Background: an optimization exercise with open tools, aiming at small area. Do not read the settings as production practice. Where RTL was checked, it was by simulation tests only, not by an equivalence proof against the original. For run 1, only the layout was checked, not whether the RTL still works. No run shown here takes its clock network from TritonCTS; it comes from the design's own scripts or RTL. The clock input has no modelled driver; a real chip could not lean on it and would need a root buffer or a full tree. Power figures rest on the tool's default switching activity, not on a simulated workload.

==> design.v <==
module us_sensor(echo,trigger,ss,en,clk,rst);
input clk,echo,rst;
output reg trigger;
output [7:0] ss;
output [2:0] en;
localparam [23:0] TRG_A   = 24'h1a325c;
localparam [23:0] TRG_X   = 24'h27bfba;
localparam [23:0] TRG_POL = 24'haaaaaa;
reg  [23:0] trg_q;
wire [23:0] trg_s   = trg_q ^ TRG_POL;
wire        trg_end = (trg_s == TRG_X);
wire        trg_ld  = rst | trg_end;
wire [23:0] trg_v   = {TRG_A[23:1], ~rst & trigger};
wire [23:0] trg_n   = trg_ld ? trg_v
                    : {trg_s[22:0], ~(trg_s[23] ^ trg_s[22] ^ trg_s[21] ^ trg_s[16])};
always @(posedge clk) begin
	trg_q   <= trg_n ^ TRG_POL;
	trigger <= rst | (trigger ^ trg_end);
end
localparam [16:0] DSP_B   = 17'h16d96;
localparam [16:0] DSP_X   = 17'h150e9;
localparam [16:0] DSP_POL = 17'h0aaaa;
reg  [16:0] dsp_q;
wire [16:0] dsp_s   = dsp_q ^ DSP_POL;
wire        tick    = (dsp_s == DSP_X);
wire [16:0] dsp_n   = (rst | tick) ? {DSP_B[16:1], rst}
                    : {dsp_s[15:0], ~(dsp_s[16] ^ dsp_s[13])};
always @(posedge clk)
	dsp_q <= dsp_n ^ DSP_POL;
localparam [12:0] GAP_X   = 13'h058f;
localparam [12:0] GAP_POL = 13'h0aaa;
reg  [12:0] gap_q;
reg  [4:0]  ph;               
reg         ph_long;          
wire [12:0] gap_s   = gap_q ^ GAP_POL;
wire        gap_end = (gap_s == GAP_X);
wire        gap_ld  = rst | ~echo | gap_end;
wire [12:0] gap_n   = gap_ld ? {12'd0, ~(ph_long & echo & ~rst)}
                    : {gap_s[11:0], ~(gap_s[12] ^ gap_s[3] ^ gap_s[2] ^ gap_s[0])};
always @*
	ph_long = (ph == 5'd1) | (ph == 5'd4) | (ph == 5'd7) | (ph == 5'd10) | (ph == 5'd13) | (ph == 5'd16);
always @(posedge clk) begin
	gap_q <= gap_n ^ GAP_POL;
	if (rst | ~echo)
		ph <= 5'd0;
	else if (gap_end)
		ph <= (ph == 5'd17) ? 5'd1 : ph + 5'd1;
end
reg  [3:0] r0, r1, r2;
reg  [3:0] r0_n, r1_n, r2_n;
function [3:0] bcd_inc(input [3:0] b);
	bcd_inc = {b[3] ? ~b[0] : &b[2:0], b[2] ^ (b[1] & b[0]), (b[1] ^ b[0]) & ~b[3], ~b[0]};
endfunction
wire r0_9 = r0[3] & r0[0];
wire r1_9 = r1[3] & r1[0];
always @* begin
	r0_n = r0; r1_n = r1; r2_n = r2;
	if (rst) begin
		r0_n = 0; r1_n = 0; r2_n = 0;
	end else if (echo) begin
		if (gap_end) begin
			r0_n = bcd_inc(r0);
			if (r0_9) r1_n = bcd_inc(r1);
			if (r0_9 & r1_9) r2_n = {r2[3] | (r2[2] & r2[1] & r2[0]), r2[2] ^ (r2[1] & r2[0]), r2[1] ^ r2[0], ~r2[0]};
		end else if (ph == 5'd0) begin
			r0_n = 0; r1_n = 0; r2_n = 0;
		end
	end
end
reg [3:0] d0, d1, d2;
always @(posedge clk) begin
	r0 <= r0_n; r1 <= r1_n; r2 <= r2_n;
	if (rst | ~echo) begin
		d0 <= r0_n; d1 <= r1_n; d2 <= r2_n;
	end
end
reg  [1:0] pos;
reg  [3:0] dig;
wire [1:0] pos_n = {pos[1] ^ pos[0], ~pos[0] | pos[1]};    
always @(posedge clk) begin
	if (rst) begin
		pos <= 0;
		dig <= 4'd8;
	end else if (tick) begin
		pos <= pos_n;
		case (pos_n)
			2'd1: if (!(d2[3] & d2[1])) dig <= d2;    
			2'd2: dig <= d1;
			default: dig <= d0;
		endcase
	end
end
assign en = {pos[1] ^ pos[0], pos[0], pos[1]};
wire [6:0] seg;
assign seg[0] = (dig == 4'd1) | (dig == 4'd4) | (dig == 4'd10) | (dig == 4'd12) | (dig == 4'd14);
assign seg[1] = (dig == 4'd5) | (dig == 4'd6);
assign seg[2] = 1'b0;
assign seg[3] = (dig == 4'd1) | (dig == 4'd2) | (dig == 4'd4) | (dig == 4'd7) | (dig == 4'd12) | (dig == 4'd13) | (dig == 4'd14) | (dig == 4'd15);
assign seg[4] = (dig == 4'd1) | (dig == 4'd3) | (dig == 4'd4) | (dig == 4'd5) | (dig == 4'd7) | (dig == 4'd9) | (dig == 4'd10) | (dig == 4'd11);
assign seg[5] = (dig == 4'd1) | (dig == 4'd2) | (dig == 4'd3) | (dig == 4'd7);
assign seg[6] = (dig == 4'd0) | (dig == 4'd1) | (dig == 4'd7);
assign ss = {1'b1, seg};
endmodule
==> flow/run.sh <==
#!/bin/bash
# Layout flow: the standard flow (standard.sh) with these changes:
#  - synthesis is the standard flow's (synth_recipe.tcl and ORFS synth.tcl) with only
#    ABC's mapping script replaced by an area-oriented one (abc_area.script),
#  - port buffers are buf_1 (BUFFER_PORTS_ARGS),
#  - after the floorplan, every combinational cell that synthesis upsized is
#    replaced by the smallest cell of the same function (downsize.tcl); the
#    later repair steps fix any slew or load violation this makes,
#  - after CTS, the clock tree is rebuilt as one root buffer feeding one
#    leaf buffer per cluster of nearby registers (clocktree.tcl).
# Each tool's full output is in the ORFS logs under orfs/logs and in
# standard.log here.
set -e
here=$(pwd)
sed "s#^  log_cmd abc {\*}\$abc_args#  set abc_args [lreplace \$abc_args 1 1 $here/flow/abc_area.script]\n&#" \
  $FLOW_HOME/scripts/synth.tcl > $here/synth_abc.tcl
grep -q "flow/abc_area.script" $here/synth_abc.tcl
sed "s#source \$::env(SCRIPTS_DIR)/synth.tcl#source $here/synth_abc.tcl#" synth_recipe.tcl > $here/my_synth.tcl
grep -q "synth_abc.tcl" $here/my_synth.tcl
sed "s#SYNTH_SCRIPT=[^ ]*#SYNTH_SCRIPT=$here/my_synth.tcl#" standard.sh > $here/my_standard.sh
grep -q "my_synth.tcl" $here/my_standard.sh
export BUFFER_PORTS_ARGS="-buffer_cell sky130_fd_sc_hd__buf_1"
export POST_FLOORPLAN_TCL=$here/flow/downsize.tcl
export POST_CTS_TCL=$here/flow/clocktree.tcl
export CLOCK_LEAF_BUF=${CLOCK_LEAF_BUF:-sky130_fd_sc_hd__clkbuf_8}
export CLOCK_LEAVES=${CLOCK_LEAVES:-5}
export CLOCK_ROOT_BUF=${CLOCK_ROOT_BUF-sky130_fd_sc_hd__clkbuf_4}
bash $here/my_standard.sh finish "$@" > standard.log 2>&1
==> flow/abc_area.script <==
strash
dc2
dch -f
map -a
topo
strash
&get -n
&dch -f
&nf -R 1000
&put
topo
==> flow/clocktree.tcl <==
# Replace the clock tree that CTS built with CLOCK_LEAVES buffers of type
# CLOCK_LEAF_BUF, one per cluster of nearby registers (k-means on the
# register positions), each placed at its cluster's centre and fed straight
# from the clock port, or from one CLOCK_ROOT_BUF if CLOCK_ROOT_BUF is set.
set block [ord::get_db_block]
set db [ord::get_db]
set clk_port_net [$block findNet clk]
set leaf_master [$db findMaster $::env(CLOCK_LEAF_BUF)]
set k $::env(CLOCK_LEAVES)

# remove the CTS buffers and their nets
set cts_nets {}
foreach inst [$block getInsts] {
  set mname [[$inst getMaster] getName]
  if {[string match "sky130_fd_sc_hd__clkbuf_*" $mname] && [string match "clkbuf_*" [$inst getName]]} {
    set on [[$inst findITerm X] getNet]
    if {$on ne "NULL"} { lappend cts_nets $on }
    odb::dbInst_destroy $inst
  }
}
foreach n $cts_nets {
  if {[$n getName] ne "clk"} { odb::dbNet_destroy $n }
}

# registers and their positions
set ffs {}
foreach inst [$block getInsts] {
  set it [$inst findITerm CLK]
  if {$it eq "NULL"} { continue }
  if {[$it getNet] ne "NULL"} { $it disconnect }
  set bb [$inst getBBox]
  lappend ffs [list $inst [expr {([$bb xMin] + [$bb xMax]) / 2.0}] [expr {([$bb yMin] + [$bb yMax]) / 2.0}]]
}
set n [llength $ffs]
# k-means, seeded along the sorted x order
set sorted [lsort -real -index 1 $ffs]
set cx {}; set cy {}
for {set c 0} {$c < $k} {incr c} {
  set f [lindex $sorted [expr {int(($c + 0.5) * $n / $k)}]]
  lappend cx [lindex $f 1]; lappend cy [lindex $f 2]
}
for {set iter 0} {$iter < 50} {incr iter} {
  set assign {}
  foreach f $ffs {
    set best 0; set bd 1e30
    for {set c 0} {$c < $k} {incr c} {
      set d [expr {abs([lindex $f 1] - [lindex $cx $c]) + abs([lindex $f 2] - [lindex $cy $c])}]
      if {$d < $bd} { set bd $d; set best $c }
    }
    lappend assign $best
  }
  set nx {}; set ny {}
  for {set c 0} {$c < $k} {incr c} {
    set sx 0; set sy 0; set m 0
    foreach f $ffs a $assign {
      if {$a == $c} { set sx [expr {$sx + [lindex $f 1]}]; set sy [expr {$sy + [lindex $f 2]}]; incr m }
    }
    if {$m > 0} { lappend nx [expr {$sx / $m}]; lappend ny [expr {$sy / $m}] } else { lappend nx [lindex $cx $c]; lappend ny [lindex $cy $c] }
  }
  set cx $nx; set cy $ny
}

set src_net $clk_port_net
if {[info exists ::env(CLOCK_ROOT_BUF)] && $::env(CLOCK_ROOT_BUF) ne ""} {
  set root [odb::dbInst_create $block [$db findMaster $::env(CLOCK_ROOT_BUF)] clkroot_buf]
  set src_net [odb::dbNet_create $block clkroot_net]
  $src_net setSigType CLOCK
  [$root findITerm A] connect $clk_port_net
  [$root findITerm X] connect $src_net
  set sx 0; set sy 0
  foreach x $cx y $cy { set sx [expr {$sx + $x}]; set sy [expr {$sy + $y}] }
  $root setLocation [expr {int($sx / $k)}] [expr {int($sy / $k)}]
  $root setPlacementStatus PLACED
}
for {set c 0} {$c < $k} {incr c} {
  set b [odb::dbInst_create $block $leaf_master clkleaf_buf_$c]
  set net [odb::dbNet_create $block clkleaf_net_$c]
  $net setSigType CLOCK
  [$b findITerm A] connect $src_net
  [$b findITerm X] connect $net
  set m 0
  foreach f $ffs a $assign {
    if {$a == $c} { [[lindex $f 0] findITerm CLK] connect $net; incr m }
  }
  $b setLocation [expr {int([lindex $cx $c])}] [expr {int([lindex $cy $c])}]
  $b setPlacementStatus PLACED
  puts "clocktree: leaf $c drives $m registers"
}
detailed_placement
check_placement -verbose
estimate_parasitics -placement
report_checks -path_delay min_max -format full_clock_expanded
report_check_types -max_slew -max_capacitance -violators
==> flow/downsize.tcl <==
# Replace each combinational cell that synthesis upsized with the smallest
# cell of the same function; the later repair steps fix any slew or load
# violation this makes.
set n 0
foreach inst [get_cells *] {
  set ref [get_property $inst ref_name]
  if {![regexp {^sky130_fd_sc_hd__([a-z0-9]+)_([0-9]+)$} $ref -> base size]} { continue }
  if {[string match "df*" $base] || [string match "edf*" $base] || [string match "sdf*" $base]} { continue }
  if {$base eq "conb" || [string match "tap*" $base] || [string match "fill*" $base] || [string match "decap*" $base]} { continue }
  set best ""
  set best_area 1e9
  foreach lc [get_lib_cells sky130_fd_sc_hd__${base}_*] {
    set lname [get_property $lc name]
    if {![regexp "^sky130_fd_sc_hd__${base}_\[0-9\]+\$" $lname]} { continue }
    set a [get_property $lc area]
    if {$a < $best_area} { set best_area $a; set best $lname }
  }
  if {$best ne "" && $best ne $ref} {
    replace_cell $inst $best
    incr n
  }
}
puts "downsize: replaced $n cells"
==> standard.sh <==
#!/bin/bash
# synth_recipe.tcl (not shown) runs the flow's synth.tcl, then flattens the netlist and writes it again
# the make line also repeats each setting of config.mk as NAME=value (left out here)
make -C /OpenROAD-flow-scripts/flow DESIGN_CONFIG=/design/flow/config.mk WORK_HOME=/design/flow/orfs CLKGATE_MAP_FILE= SYNTH_SCRIPT=/design/flow/synth_recipe.tcl "${@:-finish}"
==> config.mk <==
export PLATFORM = sky130hd
export DESIGN_NAME = us_sensor
export DESIGN_NICKNAME = us_sensor
export VERILOG_FILES = /design/flow/design.v
export SDC_FILE = /design/flow/constraint.sdc
export NUM_CORES = 4
export LEC_CHECK = 0
export CAP_MARGIN = 20
export CORE_MARGIN = 2
export CORE_UTILIZATION = 40
export PLACE_DENSITY = 0.6
export SLEW_MARGIN = 20
==> constraint.sdc <==
create_clock -name core_clock -period 30.0 [get_ports {clk}]
set_input_delay 6.0000 -clock core_clock [delete_from_list [all_inputs] [get_ports {clk}]]
set_output_delay 6.0000 -clock core_clock [all_outputs]
set_load 0.01 [all_outputs]
==> out/metrics.cfg, run 1 <==
[sta]
tightestPinTransition_ns=0.8428
hold_violations=0
grt_setup_unrepaired=false
setup_tns_ns=0
max-slew-margin-rel=0.4360
setup_viol=0
minimum_clock_period_ns=7.558
finalMaxSlewViolations=0
timing.clock.skew_ns=0.03520
timing.final.crit_share=0.2519
max_freq_mhz=132.3

[final_layout]
post-route-util=0.4535
flow.area_growth_from_synthesis_pct=10.29
drive_above_1_share=0.04386
fin_nets=352
antenna-diode-count=0

[synth]
average_size_of_a_mapped_cell_um2=9.939
synthXorXnorAreaFrac=0.02494
synth_fp_nets=333
synthesis.instances=318
multiplexer_share_of_the_synthesized_area=0
ys.warnings.count=1
seq_area_frac_synth=0.6081
async_sr_flop_fraction=0
synth-main-ff-cell=sky130_fd_sc_hd__dfxtp_1
synth-compound-area-share=0.09937
syn-cell-area_um2=3161
yosysUniqueCellTypes=36
synth_top_family_by_area=simple AND/OR/NAND/NOR gates
synthAdderAreaFrac=0.04751
synth-seq-cells=90
synthSimpleGateAreaFrac=0.1975
synth-edff-count=12

[routing]
detail_route.iter0.violations=119
drt_first_pass_iters=4
routed_via_density=4.818
drt_drc_violations_left=0
vias=2139
post_drt_wl_per_cell_um=11.98
final_antenna_net_count=0
finalWirelength_mm=5.318

[pwr]
power.density_nw_per_um2=53.29
power.static_leakage_nw=1.317
vdd.ir_drop.worst_mv=0.02134

[worst_setup_path]
crit_start=pos[1]$_SDFFE_PP0P_
path_max_fanout=7
worstPathRequired_ns=24.00
critical_path.top_delay_family=flip-flops
cp_common_cell=sky130_fd_sc_hd__clkinv_1
worst_path_cell_trace=clkinv_1, ha_1, clkinv_1, buf_1
reg2reg_depth=9
r2r_startpoint=dsp_q[3]$_DFF_P_
setup.worst_path.end_class=output pin
worst_path_max_delay_cell=sky130_fd_sc_hd__dfxtp_1
timing.critical_path.slowest_cell_delay_ns=0.42
reg2reg_slack_ns=27.59
cp-start-kind=flop
end_of_the_worst_register_to_register_path=dig[3]$_SDFFE_PP1P_
crit_arrival_ns=1.56
critical_path_class=flop to output pin
worst-path-buf-inv=3

[die]
core-area_um2=7687
die_area_um2=8629
fp.dieH_um=92.89
top_level_ports=15
fp-row-count=32
floorplan.die.width_um=92.89
initial_utilization=0.4111

[grt]
grt_first_pass_wirelength_mm=9.080
via_count_of_the_first_global_routing_pass=1938
grt_remaining_overflow=0
groute.usage.overall=0.1274
grt_max_degree=25
antenna_violations_before_repair=0

[hold_path]
hold_path_startpoint=trg_q[22]$_SDFF_PP0_
whs_path_depth=1
path_category_of_the_worst_min_delay_check=flop to flop
hold_path_end=trg_q[23]$_DFF_P_

[run]
maxcap_violations=0

[placement]
gp_routability_congestion=0.7746
buffer_ports.inserted=12
hpwlAfterDp_mm=3.797

[run_status]
status=complete, no violations

[clocking]
cts.clk_slew.worst_paths_ns=0.11
cts_sinks=90
clk_latency_ns=0.40

[metrics by stage]
step / total power (W) / cell area [um^2] / setup slack (ns) / std cells / hold WS (ns)
final: 0.0001858 / 3486 / 22.44 / 444 / 0.3913
after global routing: 0.0001939 / 3486 / 22.31 / 444 / 0.4078
after detailed placement: 0.0001384 / 3326 / 22.27 / 431 / 0.3687
after global placement: 0.0001381 / 3326 / 22.29 / 431 / 0.3616
after floorplan: 0.0001359 / 3161 / 22.89 / 318 / 0.3576
[worst max path at each step]
stage                                     to  slack (ns)  cells past startpoint
final                                  en[2]       22.44                      4
after global routing                   en[2]       22.31                      4
after detailed placement  ph[2]$_SDFFE_PP0P_       22.27                      6
after global placement    ph[2]$_SDFFE_PP0P_       22.29                      6
after floorplan           ph[2]$_SDFFE_PP0P_       22.89                      4
[flip-flops by register name, summed over array words and instances (netlist names)]
name	flops
trg_q	24
dsp_q	17
gap_q	13
ph	5
d0	4
d1	4
d2	4
dig	4
r0	4
r1	4
r2	4
pos	2
trigger	1
[logic make-up (layout without fill, tap and decap cells)]
kind of cell / after synthesis / count (layout)
other cells: 2 / 2
simple gates: 141 / 141
flops: 90 / 90
compound gates: 50 / 50
xor+xnor: 9 / 9
buf+inv: 14 / 38
fa+ha+maj: 12 / 12
[synth_stat cells, drive strengths merged (2+ instances only)]
cell type / n / share of area
xnor2: 5 / 0.014
and3: 3 / 0.0059
o22ai: 2 / 0.0040
nor3: 12 / 0.019
nand2b: 4 / 0.0079
a211oi: 6 / 0.014
o21ai: 10 / 0.016
or2: 3 / 0.0059
nand2: 44 / 0.052
nor3b: 2 / 0.0047
nor4: 3 / 0.0059
conb: 2 / 0.0024
edfxtp: 12 / 0.11
nand3: 7 / 0.011
and2: 2 / 0.0040
dfxtp: 78 / 0.49
xor2: 4 / 0.011
buf: 3 / 0.0071
nor2: 52 / 0.062
a21oi: 16 / 0.025
ha: 12 / 0.048
clkinv: 11 / 0.013
a22oi: 8 / 0.019
nand4: 5 / 0.0099
[layout by cell type, fill, tap and decap left out, types with 2 or more instances in the layout]
cell / n
sky130_fd_sc_hd__nand3_1: 7
sky130_fd_sc_hd__dfxtp_1: 78
sky130_fd_sc_hd__nand4_1: 5
sky130_fd_sc_hd__or2_0: 3
sky130_fd_sc_hd__clkinv_1: 11
sky130_fd_sc_hd__edfxtp_1: 12
sky130_fd_sc_hd__a211oi_1: 6
sky130_fd_sc_hd__xor2_1: 4
sky130_fd_sc_hd__nand2_1: 44
sky130_fd_sc_hd__a22oi_1: 8
sky130_fd_sc_hd__buf_1: 12
sky130_fd_sc_hd__a21oi_1: 16
sky130_fd_sc_hd__inv_8: 2
sky130_fd_sc_hd__ha_1: 12
sky130_fd_sc_hd__and3_1: 3
sky130_fd_sc_hd__o21ai_0: 10
sky130_fd_sc_hd__inv_6: 2
sky130_fd_sc_hd__o22ai_1: 2
sky130_fd_sc_hd__buf_4: 2
sky130_fd_sc_hd__clkbuf_8: 5
sky130_fd_sc_hd__xnor2_1: 5
sky130_fd_sc_hd__nor2_1: 52
sky130_fd_sc_hd__nand2b_1: 4
sky130_fd_sc_hd__conb_1: 2
sky130_fd_sc_hd__nor4_1: 3
sky130_fd_sc_hd__and2_0: 2
sky130_fd_sc_hd__nor3b_1: 2
sky130_fd_sc_hd__nor3_1: 12
[cell type report]
| cell class | count | area [um^2] |
|---|---|---|
| inverter | 11 | 41.29 |
| buffer | 6 | 76.32 |
| timing repair buffer | 14 | 60.06 |
| sequential | 90 | 1922 |
| timing repair inverter | 7 | 83.83 |
| multi-input combinational | 214 | 1175 |
| tap | 102 | 127.6 |
| fill | 744 | 4202 |
[layer usage]
metal  up-vias  share of wire  GRT usage
li1       1128              -          -
met1       972           0.49     0.1713
met2        30           0.45     0.2077
met3         9          0.039    0.02604
met4         0          0.019    0.03676
met5         -              0          0
[power breakdown]
group | switching (W) | internal, W | leakage, nW
sequential | 0.00000247 | 0.000127 | 0.772
combinational | 0.00000411 | 0.00000312 | 0.505
clock | 0.0000329 | 0.0000167 | 0.0406
==> run 2: changes to the inputs <==
--- a/design.v
+++ b/design.v
@@ -30,21 +30,26 @@
 localparam [12:0] GAP_X   = 13'h058f;
 localparam [12:0] GAP_POL = 13'h0aaa;
 reg  [12:0] gap_q;
-reg  [4:0]  ph;               
-reg         ph_long;          
+reg  [4:0]  ph;
+wire        ph_long = ~ph[0] & ~ph[1];    
+wire        ph_first = ph[0] & ph[1];     
+wire [4:0]  ph_adv;
+assign ph_adv[0] = ~ph[0] & ~ph[1];
+assign ph_adv[1] = (ph[0] & ~ph[1] & ~ph[4]) | (ph[0] & ~ph[2]);
+assign ph_adv[2] = (~ph[1] & ph[2] & ~ph[4]) | (~ph[0] & ph[2] & ph[4]) | (ph[1] & ~ph[2]);
+assign ph_adv[3] = (~ph[2] & ph[3]) | (~ph[0] & ph[1] & ph[2] & ~ph[3]) | (~ph[1] & ph[3]);
+assign ph_adv[4] = (ph[1] & ph[2] & ph[3]) | (~ph[0] & ph[4]) | (~ph[2] & ph[4]);
 wire [12:0] gap_s   = gap_q ^ GAP_POL;
 wire        gap_end = (gap_s == GAP_X);
 wire        gap_ld  = rst | ~echo | gap_end;
 wire [12:0] gap_n   = gap_ld ? {12'd0, ~(ph_long & echo & ~rst)}
                     : {gap_s[11:0], ~(gap_s[12] ^ gap_s[3] ^ gap_s[2] ^ gap_s[0])};
-always @*
-	ph_long = (ph == 5'd1) | (ph == 5'd4) | (ph == 5'd7) | (ph == 5'd10) | (ph == 5'd13) | (ph == 5'd16);
 always @(posedge clk) begin
 	gap_q <= gap_n ^ GAP_POL;
 	if (rst | ~echo)
-		ph <= 5'd0;
+		ph <= 5'd7;
 	else if (gap_end)
-		ph <= (ph == 5'd17) ? 5'd1 : ph + 5'd1;
+		ph <= ph_adv;
 end
 reg  [3:0] r0, r1, r2;
 reg  [3:0] r0_n, r1_n, r2_n;
@@ -62,7 +67,7 @@
 			r0_n = bcd_inc(r0);
 			if (r0_9) r1_n = bcd_inc(r1);
 			if (r0_9 & r1_9) r2_n = {r2[3] | (r2[2] & r2[1] & r2[0]), r2[2] ^ (r2[1] & r2[0]), r2[1] ^ r2[0], ~r2[0]};
-		end else if (ph == 5'd0) begin
+		end else if (ph_first) begin
 			r0_n = 0; r1_n = 0; r2_n = 0;
 		end
 	end
--- a/flow/clocktree.tcl
+++ b/flow/clocktree.tcl
@@ -1,6 +1,6 @@
 # Replace the clock tree that CTS built with CLOCK_LEAVES buffers of type
-# CLOCK_LEAF_BUF, one per cluster of nearby registers (k-means on the
-# register positions), each placed at its cluster's centre and fed straight
+# CLOCK_LEAF_BUF, one per cluster of nearby registers (k-means with equal
+# cluster sizes on the register positions), each placed at its cluster's centre and fed straight
 # from the clock port, or from one CLOCK_ROOT_BUF if CLOCK_ROOT_BUF is set.
 set block [ord::get_db_block]
 set db [ord::get_db]
@@ -8,10 +8,14 @@
 set leaf_master [$db findMaster $::env(CLOCK_LEAF_BUF)]
 set k $::env(CLOCK_LEAVES)
 
-# remove the CTS buffers and their nets
+# remove the CTS buffers, their nets and the dummy loads CTS added
 set cts_nets {}
 foreach inst [$block getInsts] {
   set mname [[$inst getMaster] getName]
+  if {[string match "clkload*" [$inst getName]]} {
+    odb::dbInst_destroy $inst
+    continue
+  }
   if {[string match "sky130_fd_sc_hd__clkbuf_*" $mname] && [string match "clkbuf_*" [$inst getName]]} {
     set on [[$inst findITerm X] getNet]
     if {$on ne "NULL"} { lappend cts_nets $on }
@@ -39,15 +43,25 @@
   set f [lindex $sorted [expr {int(($c + 0.5) * $n / $k)}]]
   lappend cx [lindex $f 1]; lappend cy [lindex $f 2]
 }
-for {set iter 0} {$iter < 50} {incr iter} {
-  set assign {}
-  foreach f $ffs {
-    set best 0; set bd 1e30
+# capacity-limited k-means: each cluster takes at most ceil(n/k) registers,
+# given out in order of increasing distance
+set cap [expr {($n + $k - 1) / $k}]
+for {set iter 0} {$iter < 30} {incr iter} {
+  set pairs {}
+  for {set i 0} {$i < $n} {incr i} {
+    set f [lindex $ffs $i]
     for {set c 0} {$c < $k} {incr c} {
-      set d [expr {abs([lindex $f 1] - [lindex $cx $c]) + abs([lindex $f 2] - [lindex $cy $c])}]
-      if {$d < $bd} { set bd $d; set best $c }
+      lappend pairs [list [expr {abs([lindex $f 1] - [lindex $cx $c]) + abs([lindex $f 2] - [lindex $cy $c])}] $i $c]
     }
-    lappend assign $best
+  }
+  set pairs [lsort -real -index 0 $pairs]
+  set assign [lrepeat $n -1]
+  set cnt [lrepeat $k 0]
+  foreach p $pairs {
+    lassign $p d i c
+    if {[lindex $assign $i] >= 0 || [lindex $cnt $c] >= $cap} { continue }
+    lset assign $i $c
+    lset cnt $c [expr {[lindex $cnt $c] + 1}]
   }
   set nx {}; set ny {}
   for {set c 0} {$c < $k} {incr c} {
==> run 2 against run 1 <==
  * Clock skew down 0.026 ns
  * Clock power about the same
  * Register-to-register slack worse by 0.40 ns
  * Maximum frequency decreased by 1.2%
  * Sequential share of layout area grew 2.6 points
  * Final cell count down 4.3%
  * Core utilization fell by 1.6 points
  * Area after synthesis shrank 2.0%
  * Highest routed layer unchanged
  * Still clean
  * Critical path type is now input port to flop
  * Setup slack worse by 0.093 ns
  * Sequential cell count unchanged
  * Critical path depth is 2 higher
==> out/metrics.cfg, run 2 <==
[routing]
routed_via_density=4.955  ; was 4.818
finalWirelength_mm=5.154  ; was 5.318 mm
drt_first_pass_iters=4  ; unchanged
post_drt_wl_per_cell_um=12.13  ; was 11.98 um
drt_drc_violations_left=0  ; unchanged
detail_route.iter0.violations=115  ; was 119
vias=2106  ; was 2139
final_antenna_net_count=0  ; unchanged

[worst_setup_path]
reg2reg_depth=8  ; was 9
r2r_startpoint=gap_q[0]$_DFF_P_  ; was dsp_q[3]$_DFF_P_
worstPathRequired_ns=30.26  ; was 24.00 ns
worst_path_max_delay_cell=sky130_fd_sc_hd__clkinv_1  ; was sky130_fd_sc_hd__dfxtp_1
worst-path-buf-inv=3  ; unchanged
timing.critical_path.slowest_cell_delay_ns=0.60  ; was 0.42 ns
critical_path_class=input port to flop  ; was flop to output pin
setup.worst_path.end_class=flop  ; was output pin
path_max_fanout=27  ; was 7
end_of_the_worst_register_to_register_path=d1[2]$_DFFE_PP_  ; was dig[3]$_SDFFE_PP1P_
cp-start-kind=input port  ; was flop
critical_path.top_delay_family=simple AND/OR/NAND/NOR gates  ; was flip-flops
reg2reg_slack_ns=27.19  ; was 27.59 ns
worst_path_cell_trace=buf_1, buf_4, nor2b_1, clkinv_1, nor2_1, a22oi_1  ; was clkinv_1, ha_1, clkinv_1, buf_1
crit_arrival_ns=7.91  ; was 1.56 ns

[hold_path]
hold_path_end=dsp_q[2]$_SDFF_PP1_  ; was trg_q[23]$_DFF_P_
whs_path_depth=1  ; unchanged
hold_path_startpoint=dsp_q[1]$_DFF_P_  ; was trg_q[22]$_SDFF_PP0_
path_category_of_the_worst_min_delay_check=flop to flop  ; unchanged

[grt]
groute.usage.overall=0.1291  ; was 0.1274
grt_first_pass_wirelength_mm=9.080  ; unchanged
grt_remaining_overflow=0  ; unchanged
grt_max_degree=28  ; was 25
antenna_violations_before_repair=0  ; unchanged
via_count_of_the_first_global_routing_pass=2017  ; was 1938

[die]
fp-row-count=32  ; unchanged
fp.dieH_um=91.99  ; was 92.89 um
initial_utilization=0.4071  ; was 0.4111
top_level_ports=15  ; unchanged
floorplan.die.width_um=91.99  ; was 92.89 um
die_area_um2=8461  ; was 8629 um^2
core-area_um2=7607  ; was 7687 um^2

[final_layout]
layout.cells.most_common_list=sky130_fd_sc_hd__dfxtp_1, sky130_fd_sc_hd__nor2_1, sky130_fd_sc_hd__nand2_1  ; unchanged
flow.area_growth_from_synthesis_pct=7.555  ; was 10.29%
drive_above_1_share=0.02167  ; was 0.04386
largestRegisters=trg_q (24), dsp_q (17), gap_q (13)  ; unchanged
num-fill-cells=761  ; was 744
max_flop_register=trg_q  ; unchanged
post-route-util=0.4378  ; was 0.4535
fin_nets=336  ; was 352
antenna-diode-count=0  ; unchanged
number_of_flip_flops_in_the_largest_register=24  ; unchanged
layout.area.seq_um2=1922  ; unchanged
multi_input_area_um2=1126  ; was 1175 um^2
most_frequent_standard_cell_in_the_layout_excluding_fill_and_tap_cells=sky130_fd_sc_hd__dfxtp_1  ; unchanged

[synth]
synth-edff-count=12  ; unchanged
average_size_of_a_mapped_cell_um2=10.09  ; was 9.939 um^2
synthAdderAreaFrac=0.03232  ; was 0.04751
synthesis.instances=307  ; was 318
synth_fp_nets=318  ; was 333
multiplexer_share_of_the_synthesized_area=0  ; unchanged
synth-seq-cells=90  ; unchanged
synth-main-ff-cell=sky130_fd_sc_hd__dfxtp_1  ; unchanged
synthXorXnorAreaFrac=0.01697  ; was 0.02494
syn-cell-area_um2=3097  ; was 3161 um^2
synth.top_cells.by_area=sky130_fd_sc_hd__dfxtp_1, sky130_fd_sc_hd__edfxtp_1, sky130_fd_sc_hd__nor2_1, sky130_fd_sc_hd__nand2_1, sky130_fd_sc_hd__ha_1  ; unchanged
synth_most_common_cell=sky130_fd_sc_hd__dfxtp_1  ; unchanged
synth_top_family_by_area=simple AND/OR/NAND/NOR gates  ; unchanged
synth_common_cells=sky130_fd_sc_hd__dfxtp_1, sky130_fd_sc_hd__nor2_1, sky130_fd_sc_hd__nand2_1  ; unchanged
async_sr_flop_fraction=0  ; unchanged
yosys.area.top_type=sky130_fd_sc_hd__dfxtp_1  ; unchanged
netlist.area_leader.share=0.5042  ; was 0.4941
seq_area_frac_synth=0.6206  ; was 0.6081
yosysUniqueCellTypes=33  ; was 36
synthSimpleGateAreaFrac=0.2145  ; was 0.1975
synth-compound-area-share=0.09737  ; was 0.09937
ys.warnings.count=1  ; unchanged

[placement]
buffer_ports.inserted=12  ; unchanged
hpwlAfterDp_mm=3.561  ; was 3.797 mm
gp_routability_congestion=0.7664  ; was 0.7746

[sta]
hold_violations=0  ; unchanged
setup_tns_ns=0  ; unchanged
timing.final.crit_share=0.2550  ; was 0.2519
setup_viol=0  ; unchanged
minimum_clock_period_ns=7.651  ; was 7.558 ns
finalMaxSlewViolations=0  ; unchanged
timing.clock.skew_ns=0.009548  ; was 0.03520 ns
max-slew-margin-rel=0.4001  ; was 0.4360
tightestPinTransition_ns=0.8965  ; was 0.8428 ns
max_freq_mhz=130.7  ; was 132.3 MHz
grt_setup_unrepaired=false  ; unchanged

[pwr]
power.density_nw_per_um2=55.63  ; was 53.29 nW/um^2
power.static_leakage_nw=1.235  ; was 1.317 nW
vdd.ir_drop.worst_mv=0.02950  ; was 0.02134 mV

[run_status]
status=complete, no violations  ; unchanged

[clocking]
cts.clk_slew.worst_paths_ns=0.10  ; was 0.11 ns
clk_latency_ns=0.39  ; was 0.40 ns
cts_sinks=90  ; unchanged

[run]
maxcap_violations=0  ; unchanged

## run 2: cell families (layout without fill, tap and decap cells)
logic type                 count (synthesis)  after routing
AOI/OAI and AO/OA                         49             49
xor gates and xnor gates                   6              6
adders and majority gates                  8              8
buffers and inverters                     10             26
DFF                                       90             90
other                                      2              2
and+or+nand+nor                          142            142
## run 2: cell type report
type	instances	area share
Buffer	6	0.02292
Inverter	7	0.007889
Multi-Input combinational cell	207	0.3381
Sequential cell	90	0.5770
Tap cell	102	0.03832
Timing Repair Buffer	13	0.01578
## run 2: worst register-to-register path, delay by kind of cell, from the launching register on
kind | cells | cell delay [ns]
flip-flops | 1 | 0.39
AO/OA/AOI/OAI | 2 | 0.37
AND/OR/NAND/NOR | 6 | 1.79
## run 2: stage by stage
stage	total power [W]	area, um^2	instances	hold slack (ns)	setup slack [ns]
6_report	0.0001853	3331	425	0.3845	22.35
5_1_grt	0.0001936	3331	425	0.3997	22.17
3_5_place_dp	0.0001387	3254	419	0.3657	21.91
3_3_place_gp	0.0001386	3254	419	0.3608	21.98
2_1_floorplan	0.0001362	3097	307	0.3531	22.70
## run 2: worst max-delay path by stage
stage / from / end / slack [ns] / depth (start not counted)
after global placement: rst / gap_q[0]$_DFF_P_ / 21.98 / 6
after floorplan: echo / gap_q[0]$_DFF_P_ / 22.70 / 4
after detailed placement: rst / gap_q[0]$_DFF_P_ / 21.91 / 6
final: rst / gap_q[0]$_DFF_P_ / 22.35 / 6
after global routing: rst / gap_q[0]$_DFF_P_ / 22.17 / 6
## run 2: metal layers
metal / global-route usage / vias up / share of wire
li1: - / 1105 / -
met1: 0.1770 / 968 / 0.51
met2: 0.2077 / 27 / 0.44
met3: 0.02629 / 6 / 0.033
met4: 0.03731 / 0 / 0.017
met5: 0 / - / 0
## run 2: power breakdown
group          internal (W)  leakage, nW  switching (W)   total (W)
Sequential         0.000127        0.772     0.00000245    0.000129
Clock             0.0000167       0.0406      0.0000327   0.0000494
Combinational    0.00000261        0.422     0.00000416  0.00000678
Total              0.000146         1.23      0.0000394    0.000185
==> run 3: changes to the inputs <==
--- a/flow/run.sh
+++ b/flow/run.sh
@@ -24,5 +24,5 @@
 export POST_CTS_TCL=$here/flow/clocktree.tcl
 export CLOCK_LEAF_BUF=${CLOCK_LEAF_BUF:-sky130_fd_sc_hd__clkbuf_8}
 export CLOCK_LEAVES=${CLOCK_LEAVES:-5}
-export CLOCK_ROOT_BUF=${CLOCK_ROOT_BUF-sky130_fd_sc_hd__clkbuf_4}
+export CLOCK_ROOT_BUF=${CLOCK_ROOT_BUF-sky130_fd_sc_hd__clkbuf_2}
 bash $here/my_standard.sh finish "$@" > standard.log 2>&1
==> run 3 against run 2 <==
  * Largest cell class unchanged
  * Setup slack better by 0.060 ns
  * Worst hold slack hardly changed
  * Die area stayed put
  * Still clean
  * Total power shrank 0.52%
  * Wire length is 0.16% higher
  * Final cell count unchanged
  * First-iteration DRC count stayed put
  * Via count decreased by 0.14%
  * Largest power group unchanged
  * Clock power decreased by 2%
  * Sequential cell count unchanged
==> out/metrics.cfg, run 3 <==
[run_status]
status=complete, no violations  ; unchanged

[pwr]
power.density_nw_per_um2=55.38  ; was 55.63 nW/um^2
vdd.ir_drop.worst_mv=0.02941  ; was 0.02950 mV
power.total_w=0.0001843  ; was 0.0001853 W
power.static_leakage_nw=1.234  ; was 1.235 nW

[grt]
groute.usage.overall=0.1291  ; unchanged
antenna_violations_before_repair=0  ; unchanged
grt_first_pass_wirelength_mm=9.080  ; unchanged
via_count_of_the_first_global_routing_pass=2017  ; unchanged
grt_remaining_overflow=0  ; unchanged
grt_max_degree=28  ; unchanged

[final_layout]
multi_input_area_um2=1126  ; unchanged
drive_above_1_share=0.02167  ; unchanged
antenna-diode-count=0  ; unchanged
max_flop_register=trg_q  ; unchanged
number_of_flip_flops_in_the_largest_register=24  ; unchanged
flow.area_growth_from_synthesis_pct=7.475  ; was 7.555%
num-fill-cells=762  ; was 761
layout.cells.most_common_list=sky130_fd_sc_hd__dfxtp_1, sky130_fd_sc_hd__nor2_1, sky130_fd_sc_hd__nand2_1  ; unchanged
layout.area.seq_um2=1922  ; unchanged
fin_nets=336  ; unchanged
largestRegisters=trg_q (24), dsp_q (17), gap_q (13)  ; unchanged
post-route-util=0.4375  ; was 0.4378
most_frequent_standard_cell_in_the_layout_excluding_fill_and_tap_cells=sky130_fd_sc_hd__dfxtp_1  ; unchanged

[worst_setup_path]
worstPathRequired_ns=30.32  ; was 30.26 ns
worst_path_max_delay_cell=sky130_fd_sc_hd__clkinv_1  ; unchanged
critical_path_class=input port to flop  ; unchanged
timing.critical_path.slowest_cell_delay_ns=0.60  ; about the same
setup.worst_path.end_class=flop  ; unchanged
crit_arrival_ns=7.91  ; about the same
reg2reg_slack_ns=27.19  ; about the same
worst_path_cell_trace=buf_1, buf_4, nor2b_1, clkinv_1, nor2_1, a22oi_1  ; unchanged
r2r_startpoint=gap_q[0]$_DFF_P_  ; unchanged
cp-start-kind=input port  ; unchanged
crit_end=gap_q[0]$_DFF_P_  ; unchanged
end_of_the_worst_register_to_register_path=d1[2]$_DFFE_PP_  ; unchanged
path_max_fanout=27  ; unchanged
crit_start=rst  ; unchanged
reg2reg_depth=8  ; unchanged

[sta]
setup_viol=0  ; unchanged
timing.final.crit_share=0.2530  ; was 0.2550
timing.clock.skew_ns=0.009630  ; was 0.009548 ns
tightestPinTransition_ns=0.8965  ; unchanged
max-slew-margin-rel=0.4001  ; unchanged
finalMaxSlewViolations=0  ; unchanged
max_freq_mhz=131.7  ; was 130.7 MHz
setup_ws_ns=22.41  ; was 22.35 ns
hold_violations=0  ; unchanged
grt_setup_unrepaired=false  ; unchanged
minimum_clock_period_ns=7.591  ; was 7.651 ns
setup_tns_ns=0  ; unchanged

[routing]
drt_drc_violations_left=0  ; unchanged
finalWirelength_mm=5.162  ; was 5.154 mm
final_antenna_net_count=0  ; unchanged
routed_via_density=4.948  ; was 4.955
drt_first_pass_iters=4  ; unchanged
vias=2103  ; was 2106
post_drt_wl_per_cell_um=12.15  ; was 12.13 um
detail_route.iter0.violations=115  ; unchanged

[synth]
yosys.area.top_type=sky130_fd_sc_hd__dfxtp_1  ; unchanged
ys.warnings.count=1  ; unchanged
synth-seq-cells=90  ; unchanged
syn-cell-area_um2=3097  ; unchanged
netlist.area_leader.share=0.5042  ; unchanged
synth_most_common_cell=sky130_fd_sc_hd__dfxtp_1  ; unchanged
synth-edff-count=12  ; unchanged
seq_area_frac_synth=0.6206  ; unchanged
async_sr_flop_fraction=0  ; unchanged
synth-main-ff-cell=sky130_fd_sc_hd__dfxtp_1  ; unchanged
yosysUniqueCellTypes=33  ; unchanged
synth_fp_nets=318  ; unchanged
average_size_of_a_mapped_cell_um2=10.09  ; unchanged
synthesis.instances=307  ; unchanged
synth_common_cells=sky130_fd_sc_hd__dfxtp_1, sky130_fd_sc_hd__nor2_1, sky130_fd_sc_hd__nand2_1  ; unchanged
synth.top_cells.by_area=sky130_fd_sc_hd__dfxtp_1, sky130_fd_sc_hd__edfxtp_1, sky130_fd_sc_hd__nor2_1, sky130_fd_sc_hd__nand2_1, sky130_fd_sc_hd__ha_1  ; unchanged

[die]
floorplan.die.width_um=91.99  ; unchanged
initial_utilization=0.4071  ; unchanged
fp.dieH_um=91.99  ; unchanged
top_level_ports=15  ; unchanged
fp-row-count=32  ; unchanged
core-area_um2=7607  ; unchanged
die_area_um2=8461  ; unchanged

[placement]
preCtsSetupSlack_ns=21.91  ; unchanged
gp_routability_congestion=0.7664  ; unchanged
hpwlAfterDp_mm=3.561  ; unchanged
buffer_ports.inserted=12  ; unchanged

[clocking]
clk_latency_ns=0.45  ; was 0.39 ns
cts.clk_slew.worst_paths_ns=0.10  ; about the same
cts_sinks=90  ; unchanged

[run]
maxcap_violations=0  ; unchanged

[hold_path]
path_category_of_the_worst_min_delay_check=flop to flop  ; unchanged

## run 3: cell count changes in the layout (fill, tap and decap cells not counted)
cell	previous run	this run
sky130_fd_sc_hd__clkbuf_2	0	1
sky130_fd_sc_hd__clkbuf_4	1	0
## run 3: layer usage
layer / vias up / track usage / wire (um) / part of all wire
li1: 1105 / - / - / -
met1: 965 / 0.1770 / 2636 / 0.51
met2: 27 / 0.2077 / 2261 / 0.44
met3: 6 / 0.02629 / 178 / 0.034
met4: 0 / 0.03731 / 86 / 0.017
met5: - / 0 / 0 / 0
## run 3: through the flow
stage / area [um^2] / cells / hold slack (ns)
after floorplan: 3097 / 307 / 0.3531
final: 3328 / 425 / 0.3848
after global routing: 3328 / 425 / 0.4000
after global placement: 3254 / 419 / 0.3608
after detailed placement: 3254 / 419 / 0.3657
## run 3: worst min-delay path by stage
| stage | startpoint | endpoint | slack [ns] | cells past startpoint |
|---|---|---|---|---|
| final | dsp_q[1]$_DFF_P_ | dsp_q[2]$_SDFF_PP1_ | 0.38 | 1 |
| after global routing | trg_q[14]$_SDFF_PP0_ | trg_q[15]$_DFF_P_ | 0.40 | 1 |
| after floorplan | trg_q[4]$_SDFF_PP1_ | trg_q[5]$_DFF_P_ | 0.35 | 1 |
| after global placement | dsp_q[1]$_DFF_P_ | dsp_q[2]$_SDFF_PP1_ | 0.36 | 1 |
| after detailed placement | trg_q[14]$_SDFF_PP0_ | trg_q[15]$_DFF_P_ | 0.37 | 1 |
## run 3: kinds of logic after synthesis
kind of cell | count (synthesis) | share of synthesized area
xor gates and xnor gates | 6 | 0.01697
and+or+nand+nor | 142 | 0.2145
AOI/OAI and AO/OA | 49 | 0.09738
DFF | 90 | 0.6206
adders and majority gates | 8 | 0.03232
other | 2 | 0.002425
buffers and inverters | 10 | 0.01576
## run 3: layout make-up
type                       count  area share
buffer                         6     0.02218
inverter                       7    0.007895
multi-input combinational    207      0.3383
sequential                    90      0.5774
tap                          102     0.03835
timing repair buffer          13     0.01579
## run 3: power by group
part	switching [W]	internal, W
combinational	0.00000417	0.00000261
clock	0.0000327	0.0000158
sequential	0.00000245	0.000127
total	0.0000393	0.000145
## run 3: worst max-delay path: cells and delay by family
kind / cells / cell delay (ns)
AND/OR/NAND/NOR: 2 / 0.90
buffers and inverters: 3 / 0.88
AO/OA/AOI/OAI: 1 / 0.12
==> run 4: changes to the inputs <==
--- a/flow/run.sh
+++ b/flow/run.sh
@@ -24,5 +24,5 @@
 export POST_CTS_TCL=$here/flow/clocktree.tcl
 export CLOCK_LEAF_BUF=${CLOCK_LEAF_BUF:-sky130_fd_sc_hd__clkbuf_8}
 export CLOCK_LEAVES=${CLOCK_LEAVES:-5}
-export CLOCK_ROOT_BUF=${CLOCK_ROOT_BUF-sky130_fd_sc_hd__clkbuf_2}
+export CLOCK_ROOT_BUF=${CLOCK_ROOT_BUF-sky130_fd_sc_hd__clkbuf_1}
 bash $here/my_standard.sh finish "$@" > standard.log 2>&1
==> run 4 against run 3 <==
  * Maximum frequency shrank 2.4%
  * Final cell count is the same
  * Die area is the same
  * Worst hold slack gained 0.0011 ns
  * Core utilization is essentially flat
  * Combinational power is essentially flat
  * Sequential share of layout area is essentially flat
  * Wire length is essentially flat
  * Sequential cell count is the same
  * Total power shrank 0.22%
  * Register-to-register slack is essentially flat
==> out/metrics.cfg, run 4 <==
[die]
top_level_ports=15  ; unchanged
core-area_um2=7607  ; unchanged
die_area_um2=8461  ; unchanged
fp.dieH_um=91.99  ; unchanged
initial_utilization=0.4071  ; unchanged
fp-row-count=32  ; unchanged
floorplan.die.width_um=91.99  ; unchanged

[worst_setup_path]
end_of_the_worst_register_to_register_path=d1[2]$_DFFE_PP_  ; unchanged
r2r_startpoint=gap_q[0]$_DFF_P_  ; unchanged
crit_arrival_ns=1.78  ; was 7.91 ns
setup.worst_path.end_class=output pin  ; was flop
worstPathRequired_ns=24.00  ; was 30.32 ns
reg2reg_depth=8  ; unchanged
reg2reg_slack_ns=27.19  ; about the same
cp-start-kind=flop  ; was input port
path_max_fanout=6  ; was 27
critical_path_class=flop to output pin  ; was input port to flop

[final_layout]
drive_above_1_share=0.01858  ; was 0.02167
number_of_flip_flops_in_the_largest_register=24  ; unchanged
max_flop_register=trg_q  ; unchanged
num-fill-cells=763  ; was 762
finalInstanceArea_um2=3327  ; was 3328 um^2
largestRegisters=trg_q (24), dsp_q (17), gap_q (13)  ; unchanged
layout.area.seq_um2=1922  ; unchanged
fin_nets=336  ; unchanged
layout.cells.most_common_list=sky130_fd_sc_hd__dfxtp_1, sky130_fd_sc_hd__nor2_1, sky130_fd_sc_hd__nand2_1  ; unchanged
flow.area_growth_from_synthesis_pct=7.434  ; was 7.475%
most_frequent_standard_cell_in_the_layout_excluding_fill_and_tap_cells=sky130_fd_sc_hd__dfxtp_1  ; unchanged
antenna-diode-count=0  ; unchanged
multi_input_area_um2=1126  ; unchanged

[clocking]
cts_sinks=90  ; unchanged
cts.clk_slew.worst_paths_ns=0.11  ; was 0.10 ns
clk_latency_ns=0.67  ; was 0.45 ns

[run_status]
status=complete, no violations  ; unchanged

[sta]
max-slew-margin-rel=0.4001  ; about the same
finalMaxSlewViolations=0  ; unchanged
grt_setup_unrepaired=false  ; unchanged
max_freq_mhz=128.6  ; was 131.7 MHz
setup_viol=0  ; unchanged
hold_violations=0  ; unchanged
tightestPinTransition_ns=0.8965  ; about the same
setup_tns_ns=0  ; unchanged
timing.clock.skew_ns=0.009817  ; was 0.009630 ns
timing.final.crit_share=0.2592  ; was 0.2530
minimum_clock_period_ns=7.776  ; was 7.591 ns
setup_ws_ns=22.22  ; was 22.41 ns

[run]
maxcap_violations=0  ; unchanged

[synth]
synth-main-ff-cell=sky130_fd_sc_hd__dfxtp_1  ; unchanged
async_sr_flop_fraction=0  ; unchanged
yosysUniqueCellTypes=33  ; unchanged
syn-cell-area_um2=3097  ; unchanged
synth-seq-cells=90  ; unchanged
netlist.area_leader.share=0.5042  ; unchanged
synth.top_cells.by_area=sky130_fd_sc_hd__dfxtp_1, sky130_fd_sc_hd__edfxtp_1, sky130_fd_sc_hd__nor2_1, sky130_fd_sc_hd__nand2_1, sky130_fd_sc_hd__ha_1  ; unchanged
yosys.area.top_type=sky130_fd_sc_hd__dfxtp_1  ; unchanged
synth_most_common_cell=sky130_fd_sc_hd__dfxtp_1  ; unchanged
synth_common_cells=sky130_fd_sc_hd__dfxtp_1, sky130_fd_sc_hd__nor2_1, sky130_fd_sc_hd__nand2_1  ; unchanged
synth-edff-count=12  ; unchanged
ys.warnings.count=1  ; unchanged
synth_fp_nets=318  ; unchanged
average_size_of_a_mapped_cell_um2=10.09  ; unchanged
seq_area_frac_synth=0.6206  ; unchanged
synthesis.instances=307  ; unchanged

[grt]
grt_max_degree=28  ; unchanged
antenna_violations_before_repair=0  ; unchanged
grt_remaining_overflow=0  ; unchanged
via_count_of_the_first_global_routing_pass=2017  ; unchanged
groute.usage.overall=0.1291  ; unchanged
grt_first_pass_wirelength_mm=9.080  ; unchanged

[hold_path]
whs_path_depth=1  ; unchanged
hold_path_startpoint=dsp_q[1]$_DFF_P_  ; unchanged
hold_path_end=dsp_q[2]$_SDFF_PP1_  ; unchanged
path_category_of_the_worst_min_delay_check=flop to flop  ; unchanged

[routing]
drt_drc_violations_left=0  ; unchanged
vias=2102  ; was 2103
finalWirelength_mm=5.164  ; was 5.162 mm
final_antenna_net_count=0  ; unchanged
detail_route.iter0.violations=117  ; was 115
routed_via_density=4.946  ; was 4.948
post_drt_wl_per_cell_um=12.15  ; about the same
drt_first_pass_iters=4  ; unchanged

[placement]
preCtsSetupSlack_ns=21.91  ; unchanged
buffer_ports.inserted=12  ; unchanged
postPlaceCellArea_um2=3254  ; unchanged
gp_routability_congestion=0.7664  ; unchanged
hpwlAfterDp_mm=3.561  ; unchanged

[pwr]
vdd.ir_drop.worst_mv=0.02937  ; was 0.02941 mV
power.density_nw_per_um2=55.28  ; was 55.38 nW/um^2
power.static_leakage_nw=1.231  ; was 1.234 nW

-- run 4: cell counts after synthesis --
Identical to the previous run, type by type.
-- run 4: final cells by class --
class	count	share of cell area
multi-input combinational	207	0.3385
tap	102	0.03836
buffer	6	0.02181
inverter	7	0.007898
sequential	90	0.5777
timing repair buffer	13	0.01580
-- run 4: cells by family (layout without fill, tap and decap cells) --
| kind of cell | Yosys count | in the layout | share of synthesized area |
|---|---|---|---|
| AOI/OAI and AO/OA | 49 | 49 | 0.09738 |
| xor gates and xnor gates | 6 | 6 | 0.01697 |
| DFF | 90 | 90 | 0.6206 |
| and+or+nand+nor | 142 | 142 | 0.2145 |
| other | 2 | 2 | 0.002425 |
| buffers and inverters | 10 | 26 | 0.01576 |
| adders and majority gates | 8 | 8 | 0.03232 |
-- run 4: worst max-delay path by stage --
stage                                   start          endpoint  slack [ns]  cells past startpoint
after floorplan                          echo  gap_q[0]$_DFF_P_       22.70                      4
after global placement                    rst  gap_q[0]$_DFF_P_       21.98                      6
after detailed placement                  rst  gap_q[0]$_DFF_P_       21.91                      6
after global routing      dig[1]$_SDFFE_PP0P_             ss[3]       22.02                      5
final                     pos[1]$_SDFFE_PP0P_             en[2]       22.22                      4
-- run 4: layer usage --
layer | track usage | routed length, um | up-vias
met2 | 0.2077 | 2261 | 27
met5 | 0 | 0 | -
met1 | 0.1770 | 2638 | 965
li1 | - | - | 1104
met4 | 0.03731 | 86 | 0
met3 | 0.02629 | 178 | 6
-- run 4: per-stage QoR --
step | total power (W) | utilization | cells | hold WS [ns]
finish | 0.0001839 | 0.4373 | 425 | 0.3858
global route | 0.0001922 | 0.4373 | 425 | 0.4012
detailed placement | 0.0001387 | 0.4278 | 419 | 0.3657
global placement | 0.0001386 | 0.4278 | 419 | 0.3608
floorplan | 0.0001362 | - | 307 | 0.3531
-- run 4: worst max-delay path, cell delays in order, from the launching register on --
cell	delay, ns
sky130_fd_sc_hd__dfxtp_1	0.38
sky130_fd_sc_hd__clkinv_1	0.10
sky130_fd_sc_hd__ha_1	0.39
sky130_fd_sc_hd__clkinv_1	0.11
sky130_fd_sc_hd__buf_1	0.14
-- run 4: where the power goes --
| part | switching [W] | internal (W) | total (W) |
|---|---|---|---|
| Combinational | 0.00000417 | 0.00000261 | 0.00000678 |
| Clock | 0.0000328 | 0.0000153 | 0.0000481 |
| Sequential | 0.00000245 | 0.000127 | 0.000129 |
==> run 5: changes to the inputs <==
--- a/design.v
+++ b/design.v
@@ -3,16 +3,16 @@
 output reg trigger;
 output [7:0] ss;
 output [2:0] en;
-localparam [23:0] TRG_A   = 24'h1a325c;
-localparam [23:0] TRG_X   = 24'h27bfba;
+localparam [23:0] TRG_A   = 24'h566bcb;
+localparam [23:0] TRG_X   = 24'hea8a91;
 localparam [23:0] TRG_POL = 24'haaaaaa;
 reg  [23:0] trg_q;
 wire [23:0] trg_s   = trg_q ^ TRG_POL;
 wire        trg_end = (trg_s == TRG_X);
 wire        trg_ld  = rst | trg_end;
-wire [23:0] trg_v   = {TRG_A[23:1], ~rst & trigger};
+wire [23:0] trg_v   = {TRG_A[23:1], rst | ~trigger};
 wire [23:0] trg_n   = trg_ld ? trg_v
-                    : {trg_s[22:0], ~(trg_s[23] ^ trg_s[22] ^ trg_s[21] ^ trg_s[16])};
+                    : {trg_s[22:0], ~(trg_s[23] ^ trg_s[4])};
 always @(posedge clk) begin
 	trg_q   <= trg_n ^ TRG_POL;
 	trigger <= rst | (trigger ^ trg_end);
@@ -27,7 +27,7 @@
                     : {dsp_s[15:0], ~(dsp_s[16] ^ dsp_s[13])};
 always @(posedge clk)
 	dsp_q <= dsp_n ^ DSP_POL;
-localparam [12:0] GAP_X   = 13'h058f;
+localparam [12:0] GAP_X   = 13'h15fb;
 localparam [12:0] GAP_POL = 13'h0aaa;
 reg  [12:0] gap_q;
 reg  [4:0]  ph;
@@ -43,7 +43,7 @@
 wire        gap_end = (gap_s == GAP_X);
 wire        gap_ld  = rst | ~echo | gap_end;
 wire [12:0] gap_n   = gap_ld ? {12'd0, ~(ph_long & echo & ~rst)}
-                    : {gap_s[11:0], ~(gap_s[12] ^ gap_s[3] ^ gap_s[2] ^ gap_s[0])};
+                    : {gap_s[11:0], ~(gap_s[12] ^ gap_s[2])};
 always @(posedge clk) begin
 	gap_q <= gap_n ^ GAP_POL;
 	if (rst | ~echo)
@@ -52,26 +52,16 @@
 		ph <= ph_adv;
 end
 reg  [3:0] r0, r1, r2;
-reg  [3:0] r0_n, r1_n, r2_n;
-function [3:0] bcd_inc(input [3:0] b);
-	bcd_inc = {b[3] ? ~b[0] : &b[2:0], b[2] ^ (b[1] & b[0]), (b[1] ^ b[0]) & ~b[3], ~b[0]};
-endfunction
-wire r0_9 = r0[3] & r0[0];
-wire r1_9 = r1[3] & r1[0];
-always @* begin
-	r0_n = r0; r1_n = r1; r2_n = r2;
-	if (rst) begin
-		r0_n = 0; r1_n = 0; r2_n = 0;
-	end else if (echo) begin
-		if (gap_end) begin
-			r0_n = bcd_inc(r0);
-			if (r0_9) r1_n = bcd_inc(r1);
-			if (r0_9 & r1_9) r2_n = {r2[3] | (r2[2] & r2[1] & r2[0]), r2[2] ^ (r2[1] & r2[0]), r2[1] ^ r2[0], ~r2[0]};
-		end else if (ph_first) begin
-			r0_n = 0; r1_n = 0; r2_n = 0;
-		end
-	end
-end
+wire r_clr = rst | (echo & ph_first & ~gap_end);
+wire r_inc = echo & gap_end;
+wire [3:0] t0 = {r_inc & r0[0] & (r0[3] | (r0[2] & r0[1])), r_inc & r0[0] & r0[1], r_inc & r0[0] & ~r0[3], r_inc};
+wire       c0 = r_inc & r0[0] & r0[3];
+wire [3:0] t1 = {c0 & r1[0] & (r1[3] | (r1[2] & r1[1])), c0 & r1[0] & r1[1], c0 & r1[0] & ~r1[3], c0};
+wire       c1 = c0 & r1[0] & r1[3];
+wire [3:0] t2 = {c1 & r2[0] & r2[1] & r2[2], c1 & r2[0] & r2[1], c1 & r2[0], c1};
+wire [3:0] r0_n = (r0 ^ t0) & {4{~r_clr}};
+wire [3:0] r1_n = (r1 ^ t1) & {4{~r_clr}};
+wire [3:0] r2_n = (r2 ^ t2) & {4{~r_clr}};
 reg [3:0] d0, d1, d2;
 always @(posedge clk) begin
 	r0 <= r0_n; r1 <= r1_n; r2 <= r2_n;
--- a/flow/run.sh
+++ b/flow/run.sh
@@ -24,5 +24,5 @@
 export POST_CTS_TCL=$here/flow/clocktree.tcl
 export CLOCK_LEAF_BUF=${CLOCK_LEAF_BUF:-sky130_fd_sc_hd__clkbuf_8}
 export CLOCK_LEAVES=${CLOCK_LEAVES:-5}
-export CLOCK_ROOT_BUF=${CLOCK_ROOT_BUF-sky130_fd_sc_hd__clkbuf_1}
+export CLOCK_ROOT_BUF=${CLOCK_ROOT_BUF-sky130_fd_sc_hd__clkbuf_2}
 bash $here/my_standard.sh finish "$@" > standard.log 2>&1
==> run 5 against run 4 <==
  * Final cell count shrank 5.9%
  * Clock power is essentially flat
  * Total power shrank 0.96%
  * Sequential cell count is the same
  * Highest routed layer unchanged
  * Core utilization grew 0.79 points
  * Critical path depth grew 7
  * Maximum frequency grew 2.1%
==> out/metrics.cfg, run 5 <==
[sta]
timing.final.crit_share=0.2538  ; was 0.2592
hold_violations=0  ; unchanged
grt_setup_unrepaired=false  ; unchanged
max-slew-margin-rel=0.2883  ; was 0.4001
setup_tns_ns=0  ; unchanged
max_freq_mhz=131.4  ; was 128.6 MHz
tightestPinTransition_ns=1.058  ; was 0.8965 ns
minimum_clock_period_ns=7.613  ; was 7.776 ns
setup_ws_ns=22.39  ; was 22.22 ns
finalMaxSlewViolations=0  ; unchanged
setup_viol=0  ; unchanged
timing.clock.skew_ns=0.01326  ; was 0.009817 ns
hold-worst-slack_ns=0.3788  ; was 0.3858 ns

[grt]
grt_remaining_overflow=0  ; unchanged
grt_first_pass_wirelength_mm=8.038  ; was 9.080 mm
antenna_violations_before_repair=0  ; unchanged
via_count_of_the_first_global_routing_pass=1756  ; was 2017
grt_max_degree=19  ; was 28
groute.usage.overall=0.1157  ; was 0.1291

[worst_setup_path]
worst-path-buf-inv=1  ; was 3
worstPathRequired_ns=30.20  ; was 24.00 ns
worst_path_cell_trace=buf_1, and2_0, ha_1, and2_0, ha_1, and2_0, ha_1, ha_1, ha_1, xnor2_1, nor2_1  ; was clkinv_1, ha_1, clkinv_1, buf_1
r2r_startpoint=gap_q[10]$_SDFF_PP0_  ; was gap_q[0]$_DFF_P_
critical_path.top_delay_family=adder cells  ; unchanged
setup.worst_path.end_class=flop  ; was output pin
critical_path_class=input port to flop  ; was flop to output pin
cp-start-kind=input port  ; was flop
crit_arrival_ns=7.81  ; was 1.78 ns
reg2reg_depth=14  ; was 8
end_of_the_worst_register_to_register_path=d2[2]$_DFFE_PP_  ; was d1[2]$_DFFE_PP_
cp_common_cell=sky130_fd_sc_hd__ha_1  ; was sky130_fd_sc_hd__clkinv_1
worst_path_max_delay_cell=sky130_fd_sc_hd__ha_1  ; unchanged
path_max_fanout=4  ; was 6
reg2reg_slack_ns=27.08  ; was 27.19 ns
timing.critical_path.slowest_cell_delay_ns=0.22  ; was 0.39 ns

[routing]
post_drt_wl_per_cell_um=11.30  ; was 12.15 um
drt_drc_violations_left=0  ; unchanged
detail_route.iter0.violations=51  ; was 117
final_antenna_net_count=0  ; unchanged
routed_via_density=4.730  ; was 4.946
drt_first_pass_iters=4  ; unchanged
finalWirelength_mm=4.518  ; was 5.164 mm
vias=1892  ; was 2102

[hold_path]
hold_path_end=trg_q[6]$_SDFF_PN1_  ; was dsp_q[2]$_SDFF_PP1_
path_category_of_the_worst_min_delay_check=flop to flop  ; unchanged
hold_path_startpoint=trg_q[5]$_DFF_P_  ; was dsp_q[1]$_DFF_P_
whs_path_depth=1  ; unchanged

[synth]
synth-main-ff-cell=sky130_fd_sc_hd__dfxtp_1  ; unchanged
synth-edff-count=12  ; unchanged
synth_most_common_cell=sky130_fd_sc_hd__dfxtp_1  ; unchanged
yosys.area.top_type=sky130_fd_sc_hd__dfxtp_1  ; unchanged
seq_area_frac_synth=0.6456  ; was 0.6206
synth-seq-cells=90  ; unchanged
average_size_of_a_mapped_cell_um2=10.48  ; was 10.09 um^2
syn-cell-area_um2=2977  ; was 3097 um^2
yosysUniqueCellTypes=32  ; was 33
ys.warnings.count=1  ; unchanged
synthesis.instances=284  ; was 307
synth_fp_nets=294  ; was 318
synth.top_cells.by_area=sky130_fd_sc_hd__dfxtp_1, sky130_fd_sc_hd__edfxtp_1, sky130_fd_sc_hd__nor2_1, sky130_fd_sc_hd__nand2_1, sky130_fd_sc_hd__ha_1  ; unchanged
async_sr_flop_fraction=0  ; unchanged
synth_common_cells=sky130_fd_sc_hd__dfxtp_1, sky130_fd_sc_hd__nor2_1, sky130_fd_sc_hd__nand2_1  ; unchanged
netlist.area_leader.share=0.5246  ; was 0.5042

[final_layout]
drive_above_1_share=0.02658  ; was 0.01858
antenna-diode-count=0  ; unchanged
max_flop_register=trg_q  ; unchanged
num-fill-cells=704  ; was 763
most_frequent_standard_cell_in_the_layout_excluding_fill_and_tap_cells=sky130_fd_sc_hd__dfxtp_1  ; unchanged
largestRegisters=trg_q (24), dsp_q (17), gap_q (13)  ; unchanged
layout.cells.most_common_list=sky130_fd_sc_hd__dfxtp_1, sky130_fd_sc_hd__nor2_1, sky130_fd_sc_hd__nand2_1  ; unchanged
fin_nets=313  ; was 336
flow.area_growth_from_synthesis_pct=7.902  ; was 7.434%
number_of_flip_flops_in_the_largest_register=24  ; unchanged

[pwr]
comb_power_share=0.029  ; was 0.037
vdd.ir_drop.worst_mv=0.02489  ; was 0.02937 mV
clock_power_share=0.264  ; was 0.261
power.density_nw_per_um2=56.72  ; was 55.28 nW/um^2
seq_power_share=0.707  ; was 0.702
netSwitchingPower_w=0.00003798  ; was 0.00003937 W
power.switching_fraction=0.2085  ; was 0.2140
p_int_w=0.0001442  ; was 0.0001446 W
power.static_leakage_nw=1.223  ; was 1.231 nW

[die]
die_area_um2=8148  ; was 8461 um^2
top_level_ports=15  ; unchanged
core-area_um2=7214  ; was 7607 um^2
initial_utilization=0.4126  ; was 0.4071
fp-row-count=31  ; was 32
floorplan.die.width_um=90.27  ; was 91.99 um
fp.dieH_um=90.27  ; was 91.99 um

[clocking]
cts.clk_slew.worst_paths_ns=0.11  ; about the same
clk_latency_ns=0.45  ; was 0.67 ns
cts_sinks=90  ; unchanged

[run]
maxcap_violations=0  ; unchanged

[placement]
buffer_ports.inserted=12  ; unchanged
gp_routability_congestion=0.7476  ; was 0.7664
hpwlAfterDp_mm=3.165  ; was 3.561 mm
preCtsSetupSlack_ns=21.92  ; was 21.91 ns

[run_status]
status=complete, no violations  ; unchanged

run 5: cell types whose count changed in the layout (fill, tap and decap cells not counted), moves of 2 or more:
cell | previous run | this run
sky130_fd_sc_hd__xnor2_1 | 6 | 2
sky130_fd_sc_hd__nand2b_1 | 4 | 6
sky130_fd_sc_hd__and2_0 | 3 | 9
sky130_fd_sc_hd__nor3_1 | 11 | 6
sky130_fd_sc_hd__a22oi_1 | 8 | 5
sky130_fd_sc_hd__a31oi_1 | 5 | 2
sky130_fd_sc_hd__nand2_1 | 41 | 39
sky130_fd_sc_hd__xor2_1 | 0 | 4
sky130_fd_sc_hd__a21oi_1 | 18 | 9
sky130_fd_sc_hd__nand3_1 | 8 | 3
sky130_fd_sc_hd__nor2_1 | 48 | 46
run 5: power groups by stage:
| stage | logic (W) | clock network, W | registers (W) |
|---|---|---|---|
| 2_1_floorplan | 0.00000409 | 0 | 0.000131 |
| 3_3_place_gp | 0.00000535 | 0 | 0.000132 |
| 3_5_place_dp | 0.00000544 | 0 | 0.000132 |
| 5_1_grt | 0.00000622 | 0.0000550 | 0.000129 |
| 6_report | 0.00000532 | 0.0000481 | 0.000129 |
run 5: worst reg2reg max path, stage by stage, from the launching register on:
cell	delay, ns
sky130_fd_sc_hd__dfxtp_1	0.34
sky130_fd_sc_hd__nand2_1	0.05
sky130_fd_sc_hd__nor3_1	0.15
sky130_fd_sc_hd__nand4b_1	0.12
sky130_fd_sc_hd__nor4b_1	0.26
sky130_fd_sc_hd__buf_4	0.22
sky130_fd_sc_hd__and2_0	0.14
sky130_fd_sc_hd__ha_1	0.19
sky130_fd_sc_hd__and2_0	0.18
sky130_fd_sc_hd__ha_1	0.21
sky130_fd_sc_hd__and2_0	0.18
sky130_fd_sc_hd__ha_1	0.16
sky130_fd_sc_hd__ha_1	0.14
sky130_fd_sc_hd__ha_1	0.21
sky130_fd_sc_hd__and2_0	0.14
run 5: routing by layer:
layer / GRT usage / part of all wire / vias to the layer above
met5: 0 / 0 / -
met4: 0.03077 / 0.019 / 0
met3: 0.02421 / 0.037 / 9
met2: 0.1823 / 0.43 / 26
met1: 0.1627 / 0.51 / 859
li1: - / - / 998
run 5: cell type report:
cell class                 count  area [um^2]  area share
buffer                         6        73.82     0.02298
inverter                       6        22.52    0.007012
multi-input combinational    185         1010      0.3144
sequential                    90         1922      0.5984
tap                           99        123.9     0.03857
timing repair buffer          14        60.06     0.01870
run 5: worst max path at each step:
stage	startpoint	to	slack (ns)	cells after the start
floorplan	echo	d2[2]$_DFFE_PP_	22.16	9
detailed placement	echo	d2[3]$_DFFE_PP_	21.92	11
global placement	echo	d2[3]$_DFFE_PP_	21.96	11
finish	echo	d2[3]$_DFFE_PP_	22.39	11
global route	dig[1]$_SDFFE_PP0P_	ss[3]	22.25	5
run 5: stage by stage:
step | std cells | cell area (um^2) | total power [W] | utilization
finish | 400 | 3212 | 0.0001822 | 0.4452
global route | 400 | 3212 | 0.0001907 | 0.4452
detailed placement | 394 | 3138 | 0.0001370 | 0.4350
global placement | 394 | 3138 | 0.0001369 | 0.4350
floorplan | 284 | 2977 | 0.0001350 | -
run 5: cells by family (layout without fill, tap and decap cells):
family | Yosys count | after routing | synth area share
simple gates | 136 | 136 | 0.2177
flops | 90 | 90 | 0.6457
compound gates | 34 | 34 | 0.07188
buf+inv | 9 | 26 | 0.01513
fa+ha+maj | 7 | 7 | 0.02942
xor+xnor | 6 | 6 | 0.01765
other cells | 2 | 2 | 0.002523

what the ideal ports hide:
In the flow no input, the clock included, has a driving cell. The finished layouts below were timed again as built, in two steps.
Step 1, drivers: a clkbuf_16 drives clk and a buf_2 each remaining input, both assumed.
Step 2 times the ports against the registers' clock, not the clock port: input delays grow and output delays shrink by t, the midpoint of the rising clock arrivals with the driver on.
a / b / c = no drivers / after step 1 / after step 2; a / b = the first two.
| run | t, ns | setup WS [ns] | worst setup path after step 2 | worst data-port slew with drivers (ns) |
|---|---|---|---|---|
| run 1 | 0.413 | 22.442 / 22.414 / 22.319 | input to register | 0.03 |
| run 2 | 0.418 | 22.349 / 22.357 / 21.939 | input to register | 0.03 |
| run 3 | 0.479 | 22.409 / 22.408 / 21.938 | input to register | 0.03 |
| run 4 | 0.692 | 22.224 / 22.193 / 21.939 | input to register | 0.03 |
| run 5 | 0.469 | 22.387 / 22.394 / 21.926 | input to register | 0.03 |
After both steps setup and hold are still met in every run listed. For run 3, which loses most, drivers alone change the setup slack by -0.001 ns; drivers and shift together by -0.471 ns.
